From an optimization exercise on the open Yosys and OpenROAD flow, aimed at small area; shortcuts taken in it are not production practice.
In this exercise RTL edits were held to simulation tests only and were not proved equivalent to the original.
Power figures rest on the tool's default switching activity, not on a simulated workload.

$ cat design/flow/flow/post_resize.tcl
# repair_design sizes the buffers it inserts for slew and capacitance generously;
# give each the smallest buffer that still leaves no max-slew or max-capacitance
# violation (setup repair later upsizes any that timing needs)
proc own_downsize_repair_buffers {} {
  set sizes {sky130_fd_sc_hd__buf_1 sky130_fd_sc_hd__buf_2 sky130_fd_sc_hd__buf_4
    sky130_fd_sc_hd__buf_6 sky130_fd_sc_hd__buf_8 sky130_fd_sc_hd__buf_12
    sky130_fd_sc_hd__buf_16}
  estimate_parasitics -placement
  if {[sta::max_slew_violation_count] != 0 || [sta::max_capacitance_violation_count] != 0} {
    puts "own_downsize: violations before, skipped"
    return
  }
  foreach inst [get_cells -quiet {load_slew* max_cap* wire*}] {
    set orig [get_property $inst ref_name]
    set oi [lsearch $sizes $orig]
    if {$oi <= 0} continue
    for {set i 0} {$i < $oi} {incr i} {
      replace_cell $inst [lindex $sizes $i]
      estimate_parasitics -placement
      if {[sta::max_slew_violation_count] == 0 && [sta::max_capacitance_violation_count] == 0} { break }
    }
    if {$i == $oi} {
      replace_cell $inst $orig
      estimate_parasitics -placement
    } else {
      puts "own_downsize: [get_full_name $inst] $orig -> [lindex $sizes $i]"
    }
  }
  report_design_area
}
own_downsize_repair_buffers
$ cat design/flow/constraint.sdc
create_clock -name core_clock -period 11.5 [get_ports {clk}]
set_input_delay 2.3000 -clock core_clock [delete_from_list [all_inputs] [get_ports {clk}]]
set_output_delay 2.3000 -clock core_clock [all_outputs]
set_load 0.01 [all_outputs]
$ cat design/flow/flow/abc.script
&get -n
&st
&synch2
&dch -f
&nf -a -p
&put
buffer -c
upsize -c
dnsize -c
topo
stime -c
$ cat design/flow/design.v
module datapath(
    input clk,
    input reset,
    input [1:0] RegSrc,
    input RegWrite,
    input [1:0] ImmSrc,
    input ALUSrc,
    input [1:0] ALUControl,
    input MemToReg,
    input PCSrc,
    output [3:0] ALUFlags,
    output [31:0] PC,
    input [31:0] Instr,
    output [31:0] ALUOutput, WriteData,
    input [31:0] ReadData
);
    reg  [31:0] PCReg;
    wire [28:0] pc_inc = PCReg[31:3] + 29'd1;
    wire [31:0] PCplus8 = {pc_inc, PCReg[2:0]};
    wire [31:0] PCplus4 = PCReg[2] ? {pc_inc, 1'b0, PCReg[1:0]}
                                   : {PCReg[31:3], 1'b1, PCReg[1:0]};
    assign PC = PCReg;
    wire [31:0] Result = MemToReg ? ReadData : ALUOutput;
    always @(posedge clk or posedge reset) begin
        if (reset) PCReg <= 32'b0;
        else       PCReg <= PCSrc ? Result : PCplus4;
    end
    reg [31:0] r [0:14];
    wire [3:0] A3 = Instr[15:12];
    integer k;
    always @(posedge clk) begin
        for (k = 0; k < 15; k = k + 1)
            if (RegWrite && A3 == k) r[k] <= Result;
    end
    wire [3:0] A1 = RegSrc[0] ? 4'hF : Instr[19:16];
    reg [15:0] s1, s2;
    integer j;
    always @(*) begin
        for (j = 0; j < 16; j = j + 1) begin
            s1[j] = (A1 == j);
            s2[j] = RegSrc[1] ? (Instr[15:12] == j) : (Instr[3:0] == j);
        end
    end
    reg [31:0] SrcA, RD2;
    always @(*) begin
        SrcA = {32{s1[15]}} & PCplus8;
        RD2  = {32{s2[15]}} & PCplus8;
        for (j = 0; j < 15; j = j + 1) begin
            SrcA = SrcA | ({32{s1[j]}} & r[j]);
            RD2  = RD2  | ({32{s2[j]}} & r[j]);
        end
    end
    assign WriteData = RD2;
    wire [31:0] ExtImm = ImmSrc[1] ? {{6{Instr[23]}}, Instr[23:0], 2'b00}
                       : ImmSrc[0] ? {20'b0, Instr[11:0]}
                       :             {24'b0, Instr[7:0]};
    wire [31:0] SrcB = ALUSrc ? ExtImm : RD2;
    wire sub = ALUControl[1] & ALUControl[0];
    wire [31:0] Bx = SrcB ^ {32{sub}};
    wire [31:0] p = SrcA ^ Bx;
    wire [31:0] g = SrcA & Bx;
    reg [31:0] G, P;
    integer lvl, q;
    always @(*) begin
        G = {g[31:1], g[0] | (p[0] & sub)};
        P = p;
        for (lvl = 1; lvl < 32; lvl = lvl * 2)
            for (q = 2 * lvl - 1; q < 32; q = q + 2 * lvl) begin
                G[q] = G[q] | (P[q] & G[q - lvl]);
                P[q] = P[q] & P[q - lvl];
            end
        for (lvl = 8; lvl >= 1; lvl = lvl / 2)
            for (q = 3 * lvl - 1; q < 32; q = q + 2 * lvl) begin
                G[q] = G[q] | (P[q] & G[q - lvl]);
                P[q] = P[q] & P[q - lvl];
            end
    end
    wire [32:0] c = {G, sub};
    wire [31:0] s = p ^ c[31:0];
    wire [31:0] logic_out = g | (p & {32{ALUControl[0]}});
    assign ALUOutput = ALUControl[1] ? s : logic_out;
    wire N = ALUOutput[31];
    wire Z = ~|ALUOutput;
    wire C = ALUControl[1] & c[32];
    wire V = ALUControl[1] & (SrcA[31] == Bx[31]) & (s[31] != SrcA[31]);
    assign ALUFlags = {N, Z, C, V};
endmodule
$ cat design/flow/flow/run.sh
#!/bin/bash
# Own layout flow: the standard ORFS flow (standard.sh, unchanged synthesis script and
# register mapping), with these changes:
#  - ABC maps the combinational logic with an area-oriented script (flow/abc.script);
#    registers are mapped by dfflibmap before ABC, exactly as in the standard synthesis.
#  - port buffers use the smallest buffer cell (repair may still upsize them).
#  - CTS without dummy loads, with smaller sink clusters.
#  - after placement repair, the slew/cap buffers it inserted are shrunk to the
#    smallest size that keeps every max-slew and max-capacitance limit (flow/post_resize.tcl).
#
set -euo pipefail
W=$PWD
rm -rf "$W/own_scripts"
cp -r "$FLOW_HOME/scripts" "$W/own_scripts"
cp "$W/flow/abc.script" "$W/own_scripts/abc_area.script"
cp "$W/flow/abc.script" "$W/own_scripts/abc_speed.script"
CTS="-sink_clustering_enable -repair_clock_nets -dont_use_dummy_load"
CTS="$CTS -sink_clustering_size 14 -sink_clustering_max_diameter 60"
CTS="$CTS -buf_list sky130_fd_sc_hd__clkbuf_8"
bash "$W/standard.sh" \
  "SCRIPTS_DIR=$W/own_scripts" \
  "BUFFER_PORTS_ARGS=-buffer_cell sky130_fd_sc_hd__buf_1" \
  "CTS_ARGS=$CTS" \
  "POST_RESIZE_TCL=$W/flow/post_resize.tcl" \
  finish > "$W/own_flow_make.log" 2>&1
$ cat design/flow/standard.sh
#!/bin/bash
# synth_recipe.tcl (not shown) runs the flow's synth.tcl, then flattens the netlist and writes it again
# the make line also repeats each setting of config.mk as NAME=value (left out here)
make -C /OpenROAD-flow-scripts/flow DESIGN_CONFIG=/design/flow/config.mk WORK_HOME=/design/flow/orfs CLKGATE_MAP_FILE= SYNTH_SCRIPT=/design/flow/synth_recipe.tcl "${@:-finish}"
$ cat design/flow/config.mk
export PLATFORM = sky130hd
export DESIGN_NAME = datapath
export DESIGN_NICKNAME = datapath
export VERILOG_FILES = /design/flow/design.v
export SDC_FILE = /design/flow/constraint.sdc
export NUM_CORES = 4
export LEC_CHECK = 0
export ABC_AREA = 1
export CAP_MARGIN = 0
export CORE_MARGIN = 2
export CORE_UTILIZATION = 55
export GPL_TIMING_DRIVEN = 0
export SETUP_SLACK_MARGIN = 0.2
export SLEW_MARGIN = 0
==> results of run 1 <==
==> stage by stage <==
stage	worst slack (ps)	TNS, ps
detailed placement	-1490	-5560
CTS	202	0
finish	269	0
floorplan	1730	0
global placement	-1340	-3900
global route	198	0
==> power by group <==
group	total, W	switching (W)	internal (W)
sequential	0.00231	0.0000854	0.00222
clock	0.000915	0.000580	0.000335
combinational	0.00124	0.000875	0.000365
==> layout make-up <==
type / instances / area, µm²
Timing Repair Buffer: 196 / 833
Fill cell: 3488 / 16700
Sequential cell: 512 / 15200
Multi-Input combinational cell: 1215 / 9290
Inverter: 26 / 97.6
Tap cell: 592 / 741
Antenna cell: 10 / 25.0
Clock buffer: 43 / 592
Buffer: 139 / 843
==> metal layers <==
layer / up-vias / wire length [µm]
met3: 616 / 22400
met5: - / 93
met4: 8 / 9350
met2: 2527 / 46300
met1: 10570 / 37700
li1: 8347 / -
==> state kept, by name (all words and copies together), names as in the netlist <==
register / cells
r: 480
PCReg: 32
==> cell usage after synthesis (17+ instances only) <==
cell type / count
a211oi_1: 24
a21oi_1: 63
a221oi_1: 30
a222oi_1: 153
a22o_1: 37
a22oi_1: 198
and3_1: 27
buf_2: 17
clkbuf_1: 108
dfrtp_1: 32
edfxtp_1: 480
ha_1: 33
inv_1: 25
mux2_2: 29
nand2_1: 107
nand3_1: 69
nand4_1: 38
nor2_1: 95
o21ai_0: 72
xnor2_1: 40
xor2_1: 39
==> cell families (layout without fill, tap and decap cells) <==
kind of cell	after synthesis	count (layout)	synth area share, %
buffers and inverters	165	404	2.67
AO/OA/AOI/OAI	655	655	20.7
XOR/XNOR	79	79	2.80
flip-flops	512	512	61.6
AND/OR/NAND/NOR	403	403	7.99
multiplexers	29	29	1.32
other	0	10	0
adder cells (fa/ha/maj)	49	49	2.97
==> worst max-delay path, cell delays in order <==
cell	delay (ps)
clkbuf_2	230
or3_1	490
nor2_2	550
clkbuf_4	480
clkbuf_2	490
a222oi_1	130
nand3_1	130
nor2_1	100
o21ai_0	280
ha_1	420
a21oi_1	180
o21ai_0	100
a21oi_1	270
o31ai_4	180
a31oi_2	290
nor3_2	90
nor3_2	200
o21ai_1	140
fa_1	500
nand2_1	70
o21ai_0	160
nor4_2	450
nand4_1	240
nor3_2	160
buf_4	120
buf_1	130
==> worst min-delay path by stage <==
stage / cells past startpoint / slack, ps / endpoint / from
final: 2 / 620 / PCReg[26] / PCReg[26]
after global routing: 2 / 640 / PCReg[26] / PCReg[26]
after CTS: 2 / 620 / PCReg[26] / PCReg[26]
after detailed placement: 2 / 600 / PCReg[24] / PCReg[24]
after global placement: 2 / 570 / PCReg[24] / PCReg[24]
after floorplan: 2 / 590 / PCReg[4] / PCReg[4]
==> timing repair <==
item                       CTS  global route
resized for setup          166            43
pin swaps                    1            11
setup buffers                1             9
setup endpoints to repair   16             3
==> flow_metrics.py, run 1 <==
metrics = {
    "critical_path": {
        "crit_path_start": "Instr[19]",
        "worstSetupPathType": "in2out",
        "critical_path.startpoint_type": "input pin",
        "rr_worst_depth": 25,
        "critPathMaxFanout": 10,
        "rrSetupSlack_ps": 4430,
        "timing.rr.end": "PCReg[31]",
        "required_ps": 9200,
        "crit_path_end": "ALUFlags[2]",
        "reg2reg_from": "PCReg[3]",
        "cp-end-kind": "primary output",
        "cp_data_arrival_time_ps": 8930,
    },
    "sta": {
        "fin_crit_ps": 11230,
        "worstMarginPinSlew_ps": 1520,
        "slew_headroom_pct": -1.05,
        "skew_ps": 62.8,
        "post-route-period-util_pct": 97.7,
        "fmax_mhz": 89.0,
        "grt_setup_unrepaired": "no",
        "finalHoldViolations": 0,
        "setup_viol": 0,
        "fin_hold_ws_ps": 625,
        "maxSlewViolCount": 16,
    },
    "synth": {
        "avgSynthCellArea_um2": 13.1,
        "synth_nets": 2017,
        "synthArstFlopShare_pct": 6.25,
        "synthFlopType": "edfxtp_1",
        "synth_top_cell_by_area": "edfxtp_1",
        "seq_area_frac_synth_pct": 61.6,
        "synth.area.top_cells": "edfxtp_1 58%, a222oi_1 6.2%, a22oi_1 6.0%, dfrtp_1 3.2%, ha_1 1.7%",
        "yosys.cell_types.count": 66,
        "ys_warn_count": 2,
        "netlist.area_leader.share_pct": 58.3,
        "syn_inst": 1892,
        "synth_edf_count": 480,
        "ys_seq_elements": 512,
        "syn_area_um2": 24700,
    },
    "clock_tree": {
        "htreeDepth": 2,
        "cts_made_buffers": 43,
        "cts_hold_buffers": 0,
        "cts.sinks": 512,
        "cts_buffer_depth": 3,
        "clk_latency_ps": 640,
        "cts_root_buf": "clkbuf_8",
        "cts_tree": "done",
        "path_clk_slew_ps": 70,
    },
    "placed_design": {
        "port_buffers": 161,
        "dpl_cell_area_um2": 26300,
        "dpl.hpwl_um": 78700,
        "place_inst": 2669,
        "gp_congestion": 1.01,
    },
    "power": {
        "leakagePower_nw": 8.79,
        "p_per_area_nw_per_um2": 162,
        "finalPower_w": 0.00446,
        "peakVddDrop_mv": 0.131,
    },
    "route": {
        "drt_first_pass_iters": 15,
        "vias_per_cell": 8.07,
        "drt_iter0_drc": 6561,
        "route.detailed.drc": 0,
        "wl_per_cell_um": 42.4,
        "vias": 22068,
        "ant_nets": 0,
        "routed_wirelength_um": 116000,
    },
    "die": {
        "die-area_um2": 46600,
        "fp.coreArea_um2": 44300,
        "fp.dieW_um": 216,
        "die_h_um": 216,
        "initial_core_util_pct": 55.7,
        "rows": 77,
        "num_io_pins": 176,
    },
    "hold_path": {
        "min-delay-path-class": "reg2reg",
    },
    "finish": {
        "area_growth_pct": 11.9,
        "final_common_cell": "edfxtp_1",
        "utilization_pct": 62.4,
        "drive_above_1_share_pct": 12.5,
        "layout.nets": 2258,
        "final_area_um2": 27600,
        "layout_common_cells": "480 x edfxtp_1, 197 x a22oi_1, 171 x buf_1",
        "final_cells": 2733,
    },
    "global_route": {
        "use_met1_pct": 59.1,
        "overflow": 0,
        "antenna_found_initial": 9,
        "grt_use_met2_pct": 67.0,
        "grt.total_usage_pct": 48.3,
        "busiest_layer": "met2",
        "grt_pass1_wl_um": 154000,
        "met3_usage_pct": 25.9,
        "grt_max_degree": 33,
        "grt_pass1_vias": 19928,
    },
    "run_status": {
        "violations": "max-capacitance violations, max-slew violations",
        "status": "complete, but fails checks",
    },
    "run": {
        "maxCapViolCount": 1,
    },
}
==> inputs of run 2 (changes only) <==
--- a/design/flow/flow/run.sh
+++ b/design/flow/flow/run.sh
@@ -7,5 +7,5 @@
 #  - CTS without dummy loads, with smaller sink clusters.
 #  - after placement repair, the slew/cap buffers it inserted are shrunk to the
-#    smallest size that keeps every max-slew and max-capacitance limit (flow/post_resize.tcl).
+#    smallest size that keeps their nets' slews within 75% of the limit (flow/post_resize.tcl).
 #
 set -euo pipefail
--- a/design/flow/flow/post_resize.tcl
+++ b/design/flow/flow/post_resize.tcl
@@ -1,9 +1,22 @@
 # repair_design sizes the buffers it inserts for slew and capacitance generously;
-# give each the smallest buffer that still leaves no max-slew or max-capacitance
-# violation (setup repair later upsizes any that timing needs)
+# give each the smallest buffer that keeps the slews on its nets at most 75% of the
+# limit and leaves no max-slew or max-capacitance violation (setup repair later
+# upsizes any that timing needs)
+proc own_net_slew_ok {inst limit} {
+  foreach p [get_pins -of_objects $inst] {
+    set net [get_nets -quiet -of_objects $p]
+    if {$net eq ""} continue
+    foreach q [get_pins -quiet -of_objects $net] {
+      set s [get_property $q slew_max]
+      if {$s ne "" && $s > $limit} { return 0 }
+    }
+  }
+  return 1
+}
 proc own_downsize_repair_buffers {} {
   set sizes {sky130_fd_sc_hd__buf_1 sky130_fd_sc_hd__buf_2 sky130_fd_sc_hd__buf_4
     sky130_fd_sc_hd__buf_6 sky130_fd_sc_hd__buf_8 sky130_fd_sc_hd__buf_12
     sky130_fd_sc_hd__buf_16}
+  set limit [expr {0.75 * 1.5}]
   estimate_parasitics -placement
   if {[sta::max_slew_violation_count] != 0 || [sta::max_capacitance_violation_count] != 0} {
@@ -18,5 +31,6 @@
       replace_cell $inst [lindex $sizes $i]
       estimate_parasitics -placement
-      if {[sta::max_slew_violation_count] == 0 && [sta::max_capacitance_violation_count] == 0} { break }
+      if {[sta::max_slew_violation_count] == 0 && [sta::max_capacitance_violation_count] == 0
+          && [own_net_slew_ok $inst $limit]} { break }
     }
     if {$i == $oi} {
==> run 2 against run 1 <==
The run now finishes clean. Sequential share of layout area increased by 0.065 points. Largest cell class unchanged. Highest routed layer unchanged. Synthesized cell count unchanged. Worst hold slack improved by 5.5 ps. Count of clock-buffer cells in the layout stayed put. Wire length about the same. Via count is 0.31% lower. Clock skew shrank 17 ps.
==> flow_metrics.py, run 2 <==
metrics = {
    "power": {
        "p_sw_w": 0.00156,
        "pwr-share-comb_pct": 27.8,
        "p_clk_share_pct": 20.7,
        "peakVddDrop_mv": 0.101,
        "leakagePower_nw": 8.77,
        "p_int_w": 0.00292,
        "p_per_area_nw_per_um2": 162,
        "switching_share_pct": 34.8,
        "power_frac_seq_pct": 51.5,
        "finalPower_w": 0.00448,
    },
    "critical_path": {
        "cp-end-kind": "primary output",
        "critical_path.startpoint_type": "input pin",
        "rrSetupSlack_ps": 4270,
        "worstSetupPathType": "in2out",
        "crit_path_start": "Instr[16]",
        "worst-path-buf-inv": 5,
        "worst-path-stages": 24,
        "slowest_stage": "clkdlybuf4s15_2",
        "timing.rr.end": "PCReg[31]",
        "crit_chain": "buf_2 -> or3b_2 -> nor2_4 -> clkbuf_2 -> clkdlybuf4s15_2 -> a222oi_1 -> nand3_1 -> ha_1 -> a21oi_2 -> o21a_1 -> o21a_2 -> o31ai_4 -> a31oi_4 -> nor3_2 -> nor3_2 -> o21ai_0 -> fa_1 -> nand2_1 -> o21ai_0 -> nor4_2 -> nand4_1 -> nor3_1 -> buf_4 -> buf_1",
        "rr_worst_depth": 25,
        "required_ps": 9200,
        "cp_data_arrival_time_ps": 8960,
        "reg2reg_from": "PCReg[3]",
        "crit_path_end": "ALUFlags[2]",
        "slowest_delay_ps": 650,
        "critPathTopFamily": "simple AND/OR/NAND/NOR gates",
        "critPathMaxFanout": 10,
    },
    "sta": {
        "setup_viol": 0,
        "fin_crit_ps": 11260,
        "skew_ps": 46.0,
        "maxSlewViolCount": 0,
        "grt_setup_unrepaired": "no",
        "post-route-period-util_pct": 97.9,
        "fin_hold_ws_ps": 630,
        "worstMarginPinSlew_ps": 1460,
        "slew_headroom_pct": 2.38,
        "fmax_mhz": 88.8,
        "finalHoldViolations": 0,
    },
    "route": {
        "drt_iter0_drc": 5809,
        "vias": 21999,
        "routed_wirelength_um": 116000,
        "drt_first_pass_iters": 10,
        "route.detailed.drc": 0,
        "wl_per_cell_um": 42.5,
        "vias_per_cell": 8.06,
        "ant_nets": 0,
    },
    "placed_design": {
        "dpl.hpwl_um": 78700,
        "port_buffers": 161,
        "dpl_cell_area_um2": 26300,
        "gp_congestion": 1.01,
    },
    "run": {
        "maxCapViolCount": 0,
    },
    "finish": {
        "largest_reg_flops": 480,
        "layout.nets": 2253,
        "area_growth_pct": 11.7,
        "final_common_cell": "edfxtp_1",
        "drive_above_1_share_pct": 12.5,
        "utilization_pct": 62.3,
        "reg_top3": "r (480), PCReg (32)",
        "top_register": "r",
        "final_area_um2": 27600,
        "layout_common_cells": "480 x edfxtp_1, 197 x a22oi_1, 167 x buf_1",
        "fill_cells": 3502,
    },
    "synth": {
        "synthFlopType": "edfxtp_1",
        "synth_top_cell_by_area": "edfxtp_1",
        "seq_area_frac_synth_pct": 61.6,
        "ys_warn_count": 2,
        "yosys.cell_types.count": 66,
        "synthTopCellsByCount": "480 x edfxtp_1, 198 x a22oi_1, 153 x a222oi_1",
        "syn_area_um2": 24700,
        "yosysMostFrequentCell": "edfxtp_1",
        "avgSynthCellArea_um2": 13.1,
        "synth_nets": 2017,
        "synthArstFlopShare_pct": 6.25,
        "synth.area.top_cells": "edfxtp_1 58%, a222oi_1 6.2%, a22oi_1 6.0%, dfrtp_1 3.2%, ha_1 1.7%",
        "netlist.area_leader.share_pct": 58.3,
        "syn_inst": 1892,
        "ys_seq_elements": 512,
        "synth_edf_count": 480,
    },
    "clock_tree": {
        "cts_tree": "done",
        "cts_made_buffers": 43,
        "htreeDepth": 2,
        "cts_buffer_depth": 3,
        "cts_hold_buffers": 0,
        "cts_root_buf": "clkbuf_8",
        "cts.sinks": 512,
        "path_clk_slew_ps": 100,
        "clk_latency_ps": 650,
    },
    "die": {
        "rows": 77,
        "die_h_um": 216,
        "fp.coreArea_um2": 44300,
        "initial_core_util_pct": 55.7,
        "die-area_um2": 46600,
        "num_io_pins": 176,
        "fp.dieW_um": 216,
    },
    "global_route": {
        "grt_max_degree": 33,
        "overflow": 0,
        "antenna_found_initial": 10,
        "grt.total_usage_pct": 48.4,
        "grt_pass1_wl_um": 155000,
        "grt_pass1_vias": 20007,
    },
    "run_status": {
        "status": "complete, no violations",
    },
    "hold_path": {
        "min-delay-path-class": "reg2reg",
    },
}
==> run 2: cell counts after synthesis <==
No cell type changed its count.
==> run 2: per-stage QoR <==
| stage | TNS (ps) | cells | setup slack [ps] |
|---|---|---|---|
| after floorplan | 0 | 1892 | 1730 |
| after global placement | -3900 | 2645 | -1340 |
| after detailed placement | -6540 | 2669 | -1540 |
| after CTS | 0 | 2713 | 207 |
| after global routing | 0 | 2721 | 237 |
| final | 0 | 2730 | 243 |
==> run 2: routing by layer <==
metal  GRT usage, %  share of wire (%)  vias to the layer above
met5              0               0.16                        -
met4           30.3                8.2                       10
met1           59.1                 32                    10421
li1               -                  -                     8333
met3           25.3                 19                      622
met2           67.6                 40                     2613
==> run 2: cells by family (layout without fill, tap and decap cells) <==
family / Yosys count / count (layout) / synth area share, %
buffers and inverters: 165 / 399 / 2.67
adder cells (fa/ha/maj): 49 / 49 / 2.97
multiplexers: 29 / 29 / 1.32
other: 0 / 12 / 0
AO/OA/AOI/OAI: 655 / 655 / 20.7
AND/OR/NAND/NOR: 403 / 403 / 7.99
XOR/XNOR: 79 / 79 / 2.80
flip-flops: 512 / 512 / 61.6
==> run 2: power groups by stage <==
stage,combinational (W),sequential [W],clock [W]
3_3_place_gp,0.00111,0.00235,0
4_1_cts,0.00116,0.00230,0.000906
2_1_floorplan,0.000665,0.00233,0
3_5_place_dp,0.00114,0.00234,0
5_1_grt,0.00130,0.00231,0.000969
6_report,0.00125,0.00231,0.000929
==> run 2: worst min path at each step <==
stage / start / endpoint / slack (ps) / cells after the start
3_5_place_dp: PCReg[24] / PCReg[24] / 610 / 2
5_1_grt: PCReg[26] / PCReg[26] / 660 / 2
4_1_cts: PCReg[24] / PCReg[24] / 620 / 2
2_1_floorplan: PCReg[4] / PCReg[4] / 590 / 2
3_3_place_gp: PCReg[24] / PCReg[24] / 570 / 2
6_report: PCReg[26] / PCReg[26] / 630 / 2
==> run 2: final cells by class <==
| class | count | area, µm² | share of cell area (%) |
|---|---|---|---|
| repair buffers | 191 | 803 | 2.91 |
| inverters | 26 | 97.6 | 0.354 |
| multi-input cells | 1215 | 9290 | 33.7 |
| well taps | 592 | 741 | 2.68 |
| clock buffers | 43 | 592 | 2.14 |
| plain buffers | 139 | 832 | 3.01 |
| diodes | 12 | 30.0 | 0.109 |
| flip-flops and latches | 512 | 15200 | 55.1 |
==> run 2: repair_timing <==
action | CTS | global route
gates resized for setup | 167 | 32
setup buffers | 1 | 4
pin swaps | 1 | 5
setup endpoints to repair | 19 | 3
==> run 2: worst min-delay path: cells and delay by family (launching register included) <==
kind,cells,cell delay (ps)
flops,1,420
compound gates,2,180

## port drivers added, routing unchanged
In the flow no input, the clock included, has a driving cell. The finished layouts below were timed again as built, in two steps.
Step 1: set_driving_cell puts a clkbuf_16 on clk and a buf_2 on each other input, an assumption about the parent block.
Step 2 moves the port delays by t, midway between the first and last clock arrival at a register: inputs arrive t later, outputs are due t later. That takes back most of the time a late clock gives input paths.
Slacks: ideal ports / drivers / drivers and shift; pairs: ideal ports / drivers.
run | t (ns) | setup slack, ns | worst hold slack (ns) | worst register clock-pin slew, ns
run 1 | 0.667 | 0.269 / 0.236 / 0.236 | 0.625 / 0.625 / 0.625 | 0.10 / 0.10
run 2 | 0.679 | 0.243 / 0.214 / 0.214 | 0.630 / 0.630 / 0.630 | 0.10 / 0.10
The setup slack of run 1, which loses most, moves by -0.033 ns with the drivers and by -0.033 ns with both steps.
